This design comes from an exercise in tuning for small area on the open sky130 flow, not from production work.
RTL that was checked went through simulation tests only; none was proved equivalent to the original.
No driver is modelled on the clock port, so clock power and skew are understated where the tree is cut down; a real chip needs a root buffer or a tree.
Power figures rest on the tool's default switching activity, not on a simulated workload.

## the reference run
## router
module router(
  input         clock, input resetn,
  input         pkt_valid, input [7:0] data_in,
  input         read_enb_0, input read_enb_1, input read_enb_2,
  output [7:0]  data_out_0, output [7:0] data_out_1, output [7:0] data_out_2,
  output        vld_out_0,  output vld_out_1,  output vld_out_2,
  output        err, output busy
);
  reg       in_pkt, err_r;
  reg [1:0] dest;
  reg [5:0] remaining;
  reg [7:0] parity_acc;
  assign busy = in_pkt;
  assign err  = err_r;
  wire [7:0] px = parity_acc ^ data_in;
  wire store = in_pkt && pkt_valid && (remaining != 6'd0);
  always @(posedge clock) begin
    parity_acc <= in_pkt ? px : data_in;
    remaining  <= in_pkt ? (remaining - {5'b0, remaining != 6'd0}) : data_in[7:2];
    if (!in_pkt) dest <= data_in[1:0];
  end
  always @(posedge clock or negedge resetn) begin
    if (!resetn) begin
      in_pkt <= 1'b0; err_r <= 1'b0;
    end else begin
      in_pkt <= in_pkt ? pkt_valid : pkt_valid;
      err_r  <= in_pkt && !pkt_valid && (px != 8'h00);
    end
  end
  router_fifo f0(.clock(clock), .resetn(resetn), .push_req(store && dest == 2'd0),
    .read_enb(read_enb_0), .data_in(data_in), .data_out(data_out_0), .vld(vld_out_0));
  router_fifo f1(.clock(clock), .resetn(resetn), .push_req(store && dest == 2'd1),
    .read_enb(read_enb_1), .data_in(data_in), .data_out(data_out_1), .vld(vld_out_1));
  router_fifo f2(.clock(clock), .resetn(resetn), .push_req(store && dest[1]),
    .read_enb(read_enb_2), .data_in(data_in), .data_out(data_out_2), .vld(vld_out_2));
endmodule
Size in the first run: roughly 220 flip-flops, about 43 I/O pins.
==> flow/config.mk <==
export PLATFORM = sky130hd
export DESIGN_NAME = router
export DESIGN_NICKNAME = router
export VERILOG_FILES = /design/flow/design.v
export SDC_FILE = /design/flow/constraint.sdc
export NUM_CORES = 4
export LEC_CHECK = 0
export CAP_MARGIN = 20
export CORE_MARGIN = 2
export CORE_UTILIZATION = 60
export CTS_BUF_LIST = sky130_fd_sc_hd__clkbuf_4 sky130_fd_sc_hd__clkbuf_8
export PLACE_DENSITY = 0.7
export SLEW_MARGIN = 20
==> flow/constraint.sdc <==
create_clock -name core_clock -period 3.2 [get_ports {clock}]
set_input_delay 0.6400 -clock core_clock [delete_from_list [all_inputs] [get_ports {clock}]]
set_output_delay 0.6400 -clock core_clock [all_outputs]
set_load 0.01 [all_outputs]
run.sh (not shown) runs the stock make flow with config.mk's settings and CLKGATE_MAP_FILE= SYNTH_SCRIPT=/design/flow/synth_recipe.tcl, a recipe that flattens the netlist after the stock synthesis.
Both conditions hold for the reference run: the flow ran to the end and the final layout passed the timing, design-rule and antenna checks.
> inputs changed (the reference run -> the trial run)
- PLACE_DENSITY removed (was 0.7)
- CORE_UTILIZATION changed from 60 to 70
- CTS_CLUSTER_SIZE newly set to 30
- CTS_BUF_LIST changed from sky130_fd_sc_hd__clkbuf_4 sky130_fd_sc_hd__clkbuf_8 to sky130_fd_sc_hd__clkbuf_8
Results
NOTE routed length on met3 the reference run->the trial run increased by more than 10%. Comparing routed wire length for the trial run and the reference run, the smaller number came from the reference run. [compare] base=the reference run new=the trial run: synthesized cell count flat, maximum frequency down 1.4%. Going from the reference run to the trial run, met1 wire length shrinks by 5.9%. | count of sequential standard cells | the trial run vs the reference run | ≈ equal |. For post-place instance area, the reference run and the trial run come out practically identical.
Function was not checked in any run of this note: the RTL went through the layout flow alone.

========
Setup of build 95:
Another version of the RTL of router (not shown whole).
For scale: ~220 flip-flops, ~43 I/O pins, about 0.0080 mm^2 of cells after synthesis.
==> flow/config.mk <==
export PLATFORM = sky130hd
export DESIGN_NAME = router
export DESIGN_NICKNAME = router
export VERILOG_FILES = /design/flow/design.v
export SDC_FILE = /design/flow/constraint.sdc
export NUM_CORES = 4
export LEC_CHECK = 0
export CAP_MARGIN = 0
export CORE_MARGIN = 2
export CORE_UTILIZATION = 80
export PLACE_DENSITY = 0.85
export SETUP_SLACK_MARGIN = 0.08
export SLEW_MARGIN = 0
export SYNTH_HIERARCHICAL = 1
export SYNTH_MINIMUM_KEEP_SIZE = 0
==> flow/constraint.sdc <==
create_clock -name core_clock -period 3.2 [get_ports {clock}]
set_input_delay 0.6400 -clock core_clock [delete_from_list [all_inputs] [get_ports {clock}]]
set_output_delay 0.6400 -clock core_clock [all_outputs]
set_load 0.01 [all_outputs]
standard.sh (not shown) runs the stock make flow with config.mk's settings and CLKGATE_MAP_FILE= SYNTH_SCRIPT=/design/flow/synth_recipe.tcl, a recipe that flattens the netlist after the stock synthesis.
==> flow/flow/run.sh <==
#!/bin/bash
# ORFS layout through the standard.sh, run on a copy of the ORFS scripts
# with two of them replaced:
#  - abc_speed.script: an area-oriented ABC mapping (flow/abc_area.script);
#    flip-flop mapping, flattening and naming are untouched, so the registers
#    are exactly the standard synthesis's;
#  - cts.tcl: a two-level clock tree (flow/cts.tcl) instead of TritonCTS.
# Port buffers use the smallest buffer cell.
set -euo pipefail
here=$(pwd)
rm -rf "$here/scripts_area"
cp -r "$FLOW_HOME/scripts" "$here/scripts_area"
cp "$here/flow/abc_area.script" "$here/scripts_area/abc_speed.script"
cp "$here/flow/cts.tcl" "$here/scripts_area/cts.tcl"
export BUFFER_PORTS_ARGS="-buffer_cell sky130_fd_sc_hd__buf_1"
export FLOW_CTS_MAX_SINKS=21
bash standard.sh SCRIPTS_DIR="$here/scripts_area" > standard.log 2>&1
==> flow/flow/cts.tcl <==
# ORFS's cts.tcl with clock_tree_synthesis replaced by a two-level clock tree:
# the clock port drives one root buffer, which drives one leaf buffer per
# cluster of flip-flops (k-means on the placed clock pins).
utl::set_metrics_stage "cts__{}"
source $::env(SCRIPTS_DIR)/load.tcl
source $::env(SCRIPTS_DIR)/lec_check.tcl
erase_non_stage_variables cts
load_design 3_place.odb 3_place.sdc
source_step_tcl PRE CTS

repair_clock_inverters

proc save_progress { stage } {
  puts "Run 'make gui_$stage.odb' to load progress snapshot"
  orfs_write_db $::env(RESULTS_DIR)/$stage.odb
  orfs_write_sdc $::env(RESULTS_DIR)/$stage.sdc
}

set_dont_use $::env(DONT_USE_CELLS)

proc build_clock_tree { clk_port leaf_master root_master max_sinks iters } {
  set db [ord::get_db]
  set block [ord::get_db_block]
  set bterm [$block findBTerm $clk_port]
  set clk_net [$bterm getNet]
  set sinks {}
  foreach it [$clk_net getITerms] {
    lappend sinks $it
  }
  set n [llength $sinks]
  set k [expr {int(ceil(double($n) / $max_sinks))}]
  puts "clock tree: $n sinks, $k leaf buffers"
  # sink positions
  set xs {}
  set ys {}
  foreach it $sinks {
    set bb [[$it getInst] getBBox]
    lappend xs [expr {([$bb xMin] + [$bb xMax]) / 2.0}]
    lappend ys [expr {([$bb yMin] + [$bb yMax]) / 2.0}]
  }
  # initial centres: sinks sorted by y then x, evenly picked
  set order [lsort -indices -real [lmap x $xs y $ys {expr {$y * 1e7 + $x}}]]
  set cx {}
  set cy {}
  for {set c 0} {$c < $k} {incr c} {
    set i [lindex $order [expr {int(($c + 0.5) * $n / $k)}]]
    lappend cx [lindex $xs $i]
    lappend cy [lindex $ys $i]
  }
  # capacity-limited k-means: each pass assigns sinks (nearest first) to the
  # nearest centre that still has room, then moves centres to their means
  for {set it 0} {$it < $iters} {incr it} {
    set pairs {}
    for {set i 0} {$i < $n} {incr i} {
      set x [lindex $xs $i]
      set y [lindex $ys $i]
      for {set c 0} {$c < $k} {incr c} {
        set d [expr {abs($x - [lindex $cx $c]) + abs($y - [lindex $cy $c])}]
        lappend pairs [list $d $i $c]
      }
    }
    set pairs [lsort -real -index 0 $pairs]
    set assign [lrepeat $n -1]
    set fill [lrepeat $k 0]
    foreach p $pairs {
      lassign $p d i c
      if {[lindex $assign $i] >= 0} { continue }
      if {[lindex $fill $c] >= $max_sinks} { continue }
      lset assign $i $c
      lset fill $c [expr {[lindex $fill $c] + 1}]
    }
    set sx [lrepeat $k 0.0]
    set sy [lrepeat $k 0.0]
    for {set i 0} {$i < $n} {incr i} {
      set c [lindex $assign $i]
      lset sx $c [expr {[lindex $sx $c] + [lindex $xs $i]}]
      lset sy $c [expr {[lindex $sy $c] + [lindex $ys $i]}]
    }
    for {set c 0} {$c < $k} {incr c} {
      set f [lindex $fill $c]
      if {$f > 0} {
        lset cx $c [expr {[lindex $sx $c] / $f}]
        lset cy $c [expr {[lindex $sy $c] / $f}]
      }
    }
  }
  # root buffer at the centre of the leaf buffers
  set lm [$db findMaster $leaf_master]
  set rm [$db findMaster $root_master]
  set rx 0.0
  set ry 0.0
  for {set c 0} {$c < $k} {incr c} {
    set rx [expr {$rx + [lindex $cx $c]}]
    set ry [expr {$ry + [lindex $cy $c]}]
  }
  set rx [expr {int($rx / $k)}]
  set ry [expr {int($ry / $k)}]
  set root [odb::dbInst_create $block $rm "clkbuf_root"]
  $root setLocation $rx $ry
  $root setPlacementStatus PLACED
  set root_net [odb::dbNet_create $block "clknet_root"]
  $root_net setSigType CLOCK
  [$root findITerm X] connect $root_net
  set leaves {}
  for {set c 0} {$c < $k} {incr c} {
    set leaf [odb::dbInst_create $block $lm "clkbuf_leaf_$c"]
    $leaf setLocation [expr {int([lindex $cx $c])}] [expr {int([lindex $cy $c])}]
    $leaf setPlacementStatus PLACED
    set net [odb::dbNet_create $block "clknet_leaf_$c"]
    $net setSigType CLOCK
    [$leaf findITerm X] connect $net
    [$leaf findITerm A] connect $root_net
    lappend leaves $net
  }
  for {set i 0} {$i < $n} {incr i} {
    set it [lindex $sinks $i]
    $it disconnect
    $it connect [lindex $leaves [lindex $assign $i]]
  }
  [$root findITerm A] connect $clk_net
  $clk_net setSigType CLOCK
}

build_clock_tree clock sky130_fd_sc_hd__clkbuf_8 sky130_fd_sc_hd__clkbuf_8 \
  $::env(FLOW_CTS_MAX_SINKS) 20
set_propagated_clock [all_clocks]

utl::push_metrics_stage "cts__{}__pre_repair_timing"
log_cmd estimate_parasitics -placement
if { $::env(DETAILED_METRICS) } {
  report_metrics 4 "cts pre-repair-timing"
}
utl::pop_metrics_stage

set_placement_padding -global \
  -left $::env(CELL_PAD_IN_SITES_DETAIL_PLACEMENT) \
  -right $::env(CELL_PAD_IN_SITES_DETAIL_PLACEMENT)

set result [catch { detailed_placement } msg]
if { $result != 0 } {
  save_progress 4_1_error
  error "Detailed placement failed in CTS: $msg"
}

log_cmd estimate_parasitics -placement
report_clock_skew
report_checks -path_delay max -group_path_count 1

if { !$::env(SKIP_CTS_REPAIR_TIMING) } {
  repair_timing_helper

  set result [catch { detailed_placement } msg]
  if { $result != 0 } {
    save_progress 4_1_error
    error "Detailed placement failed in CTS: $msg"
  }

  check_placement -verbose
}

report_metrics 4 "cts final"

source_step_tcl POST CTS

orfs_write_db $::env(RESULTS_DIR)/4_1_cts.odb
orfs_write_sdc $::env(RESULTS_DIR)/4_cts.sdc
Other scripts of this flow, unchanged in this note and not shown: flow/flow/abc_area.script
Modified inputs, build 25 compared to build 95
--- a/flow/flow/run.sh
+++ b/flow/flow/run.sh
@@ -14,4 +14,4 @@
 cp "$here/flow/cts.tcl" "$here/scripts_area/cts.tcl"
 export BUFFER_PORTS_ARGS="-buffer_cell sky130_fd_sc_hd__buf_1"
-export FLOW_CTS_MAX_SINKS=21
+export FLOW_CTS_MAX_SINKS=19
 bash standard.sh SCRIPTS_DIR="$here/scripts_area" > standard.log 2>&1
--- a/flow/config.mk
+++ b/flow/config.mk
@@ -8,6 +8,6 @@
 export CAP_MARGIN = 0
 export CORE_MARGIN = 2
-export CORE_UTILIZATION = 80
-export PLACE_DENSITY = 0.85
+export CORE_UTILIZATION = 65
+export PLACE_DENSITY = 0.7
 export SETUP_SLACK_MARGIN = 0.08
 export SLEW_MARGIN = 0
Findings:
- Build 95 → build 25: area of the mapped netlist closely matched the old numbers, global-route wire length before repair decreased by about 5.6% relative to the old numbers, switching share of total power decreased by 0.51 points relative to the old numbers.
- Per the comparison of build 25 with build 95, cell area up 0.45%, register-to-register slack up 100 ps.
- Of the two values seen for origin of the worst setup path, f2.ctl.s[2]$_DFF_PN0_ was produced by build 25 and f2.ctl.s[3]$_DFF_PN0_ by build 95.
- Delta(via count of the first global-routing pass, build 25 - build 95) < 0
- Build 25 ended up with a lower final wirelength than build 95 did.
- Relative to build 95, via density per instance has gone down in build 25.
- Sequential share of cell area (lower): build 25
- The instance area at placement was comparable across build 25 and build 95.
- What build 95 reported for iteration-0 DRC count of the detailed router has to be multiplied by 1.07 to get the figure for build 25.
Relative to build 25, the following input files were edited for build 93:
--- a/flow/config.mk
+++ b/flow/config.mk
@@ -8,6 +8,7 @@
 export CAP_MARGIN = 0
 export CORE_MARGIN = 2
-export CORE_UTILIZATION = 65
-export PLACE_DENSITY = 0.7
+export CORE_UTILIZATION = 80
+export GPL_TIMING_DRIVEN = 0
+export PLACE_DENSITY = 0.85
 export SETUP_SLACK_MARGIN = 0.08
 export SLEW_MARGIN = 0
## What came out
- Final wirelength (build 93 over build 25): increase, 13%
- Diff build 25..build 93 | clock network latency to the later pin of the worst-skew pair | negligible
- Via count of the routed design grows by a few percent when moving from build 25 to build 93.
- The placeable core area in build 93 sits about 20% below the value recorded for build 25.
- There was hardly any difference in final instance area between build 25 and build 93.
Input changes introduced in build 89 (baseline for comparison: build 93):
--- a/flow/config.mk
+++ b/flow/config.mk
@@ -9,5 +9,4 @@
 export CORE_MARGIN = 2
 export CORE_UTILIZATION = 80
-export GPL_TIMING_DRIVEN = 0
 export PLACE_DENSITY = 0.85
 export SETUP_SLACK_MARGIN = 0.08
[summary]
| total global-route track usage | higher: build 93 |. From build 93 to build 89 the numbers moved as follows: detail-routed net length per standard cell shows a reduction of about 5%; worst setup slack after placement went up by 880 ps; worst setup slack for register-to-register paths grew by 520 ps. Summary — hold slack, build 89 relative to build 93: lower, by 45 ps. [diff] total power, build 89 relative to build 93: improvement. Taking build 93 as the reference point, the total met3 wirelength after detailed routing of build 89 rises by 11%. Compare build 93 and build 89 | relative area change from synthesis to final layout higher: build 93. Combined area of the multi-input logic cells (build 89 vs. build 93) decreases by a few percent.
In every run of this note, the design's own scripts or RTL, not TritonCTS, make the clock network.

========
v25:
router, a different RTL version from the one above (not shown whole).
Size: roughly 440 cells after synthesis, ~43 I/O pins.
## router
module router(
  input         clock, input resetn,
  input         pkt_valid, input [7:0] data_in,
  input         read_enb_0, input read_enb_1, input read_enb_2,
  output [7:0]  data_out_0, output [7:0] data_out_1, output [7:0] data_out_2,
  output        vld_out_0,  output vld_out_1,  output vld_out_2,
  output        err, output busy
);
  reg       in_pkt, err_r;
  reg [1:0] dest;
  reg [5:0] rem_n;   
  reg [7:0] parity_acc;
  assign busy = in_pkt;
  assign err  = err_r;
  wire [7:0] pn = data_in ^ (parity_acc & {8{in_pkt}});
  wire nz = ~&rem_n;
  wire store = in_pkt & pkt_valid & nz;
  wire [5:0] ct;
  assign ct[0] = nz;
  assign ct[1] = ct[0] & rem_n[0];
  assign ct[2] = ct[1] & rem_n[1];
  assign ct[3] = ct[2] & rem_n[2];
  assign ct[4] = ct[3] & rem_n[3];
  assign ct[5] = ct[4] & rem_n[4];
  always @(posedge clock) begin
    parity_acc <= pn;
    rem_n      <= in_pkt ? (rem_n ^ ct) : ~data_in[7:2];
    if (!in_pkt) dest <= data_in[1:0];
  end
  always @(posedge clock or negedge resetn) begin
    if (!resetn) begin
      in_pkt <= 1'b0; err_r <= 1'b0;
    end else begin
      in_pkt <= pkt_valid;
      err_r  <= in_pkt & ~pkt_valid & (|pn);
    end
  end
  ...
Settings: LEC_CHECK=0, CAP_MARGIN=0, CORE_MARGIN=2, CORE_UTILIZATION=80, PLACE_DENSITY=0.85, SETUP_SLACK_MARGIN=0.08, SLEW_MARGIN=0; clock period 3.2 ns.
==> flow/flow/run.sh <==
#!/bin/bash
# ORFS layout through the standard.sh, run on a copy of the ORFS scripts
# with two of them replaced:
#  - abc_speed.script: an area-oriented ABC mapping (flow/abc_area.script);
#    flip-flop mapping, flattening and naming are untouched, so the registers
#    are exactly the standard synthesis's;
#  - cts.tcl: a two-level clock tree (flow/cts.tcl) instead of TritonCTS.
# Port buffers use the smallest buffer cell.
set -euo pipefail
here=$(pwd)
rm -rf "$here/scripts_area"
cp -r "$FLOW_HOME/scripts" "$here/scripts_area"
cp "$here/flow/abc_area.script" "$here/scripts_area/abc_speed.script"
cp "$here/flow/cts.tcl" "$here/scripts_area/cts.tcl"
export BUFFER_PORTS_ARGS="-buffer_cell sky130_fd_sc_hd__buf_1"
export FLOW_CTS_MAX_SINKS=19
bash standard.sh SCRIPTS_DIR="$here/scripts_area" > standard.log 2>&1
==> flow/flow/abc_area.script <==
&get -n
&st
&dch
&nf -a
&put
Scripts as last shown in full above: flow/flow/cts.tcl
Inputs modified between v25 and v30:
# v25
export LEC_CHECK = 0
export CAP_MARGIN = 0
export CORE_MARGIN = 2
export CORE_UTILIZATION = 80
export PLACE_DENSITY = 0.85
export SETUP_SLACK_MARGIN = 0.08
export SLEW_MARGIN = 0
create_clock -name core_clock -period 3.2 [get_ports {clock}]
# v30
export LEC_CHECK = 0
export CAP_MARGIN = 0
export CORE_MARGIN = 2
export CORE_UTILIZATION = 80
export PLACE_DENSITY = 0.85
export SETUP_SLACK_MARGIN = 0.08
export SLEW_MARGIN = 0
export SYNTH_HIERARCHICAL = 1
export SYNTH_MINIMUM_KEEP_SIZE = 0
create_clock -name core_clock -period 3.2 [get_ports {clock}]
## What came out
v30 vs v25 on cell count: v30 is the higher one.
The estimated power of v30 ends up lower than the estimate for v25.
Number of optimization iterations in the first detailed-route pass in v30 vs v25: down 2
Going from v25 to v30, the detailed-route wire length on metal 1 was found to have gone down by 1.9%.
| core region area | v25 vs v30 | ≈ equal |
Summary — setup slack, v30 relative to v25: higher, by 0.044 ns.
No functional check of the RTL was part of any run of this note. No run of this note takes its clock network from TritonCTS; it comes from the design's own scripts or RTL.

-- separate check: timing with driven ports --
How much do the figures lean on ideal ports? The routed layouts below were timed once more, with nothing changed but the port constraints.
Step 1 sets driving cells, clkbuf_16 on the clock port and buf_2 on the other inputs (assumed; they add their load-dependent delay and slew).
Step 2 adds t to the input delays and takes it off the output delays; t is the mean of the earliest and latest rising clock arrival at the registers after step 1. Input paths then give back, and output paths get back, about the clock's delay inside the block.
a / b / c = ideal / step 1 / step 2; a / b = the first two.
run	t (ns)	setup slack, ns	worst register clock-pin slew, ns	worst data-port slew with drivers (ns)
the reference run	0.561	0.117 / 0.078 / 0.232	0.07 / 0.07	0.04
the trial run	0.547	0.072 / 0.036 / 0.276	0.07 / 0.07	0.04
build 95	0.466	0.117 / 0.081 / 0.546	0.12 / 0.12	0.04
build 25	0.481	0.349 / 0.315 / 0.747	0.11 / 0.11	0.07
build 93	0.484	0.170 / 0.135 / 0.156	0.11 / 0.11	0.04
build 89	0.460	0.277 / 0.245 / 0.705	0.11 / 0.11	0.04
v25	0.482	0.226 / 0.191 / 0.673	0.12 / 0.12	0.04
v30	0.492	0.269 / 0.234 / 0.726	0.11 / 0.11	0.04
After both steps every run listed still meets setup and hold. The setup slack of build 93, which loses most, moves by -0.035 ns with the drivers and by -0.014 ns with both steps.
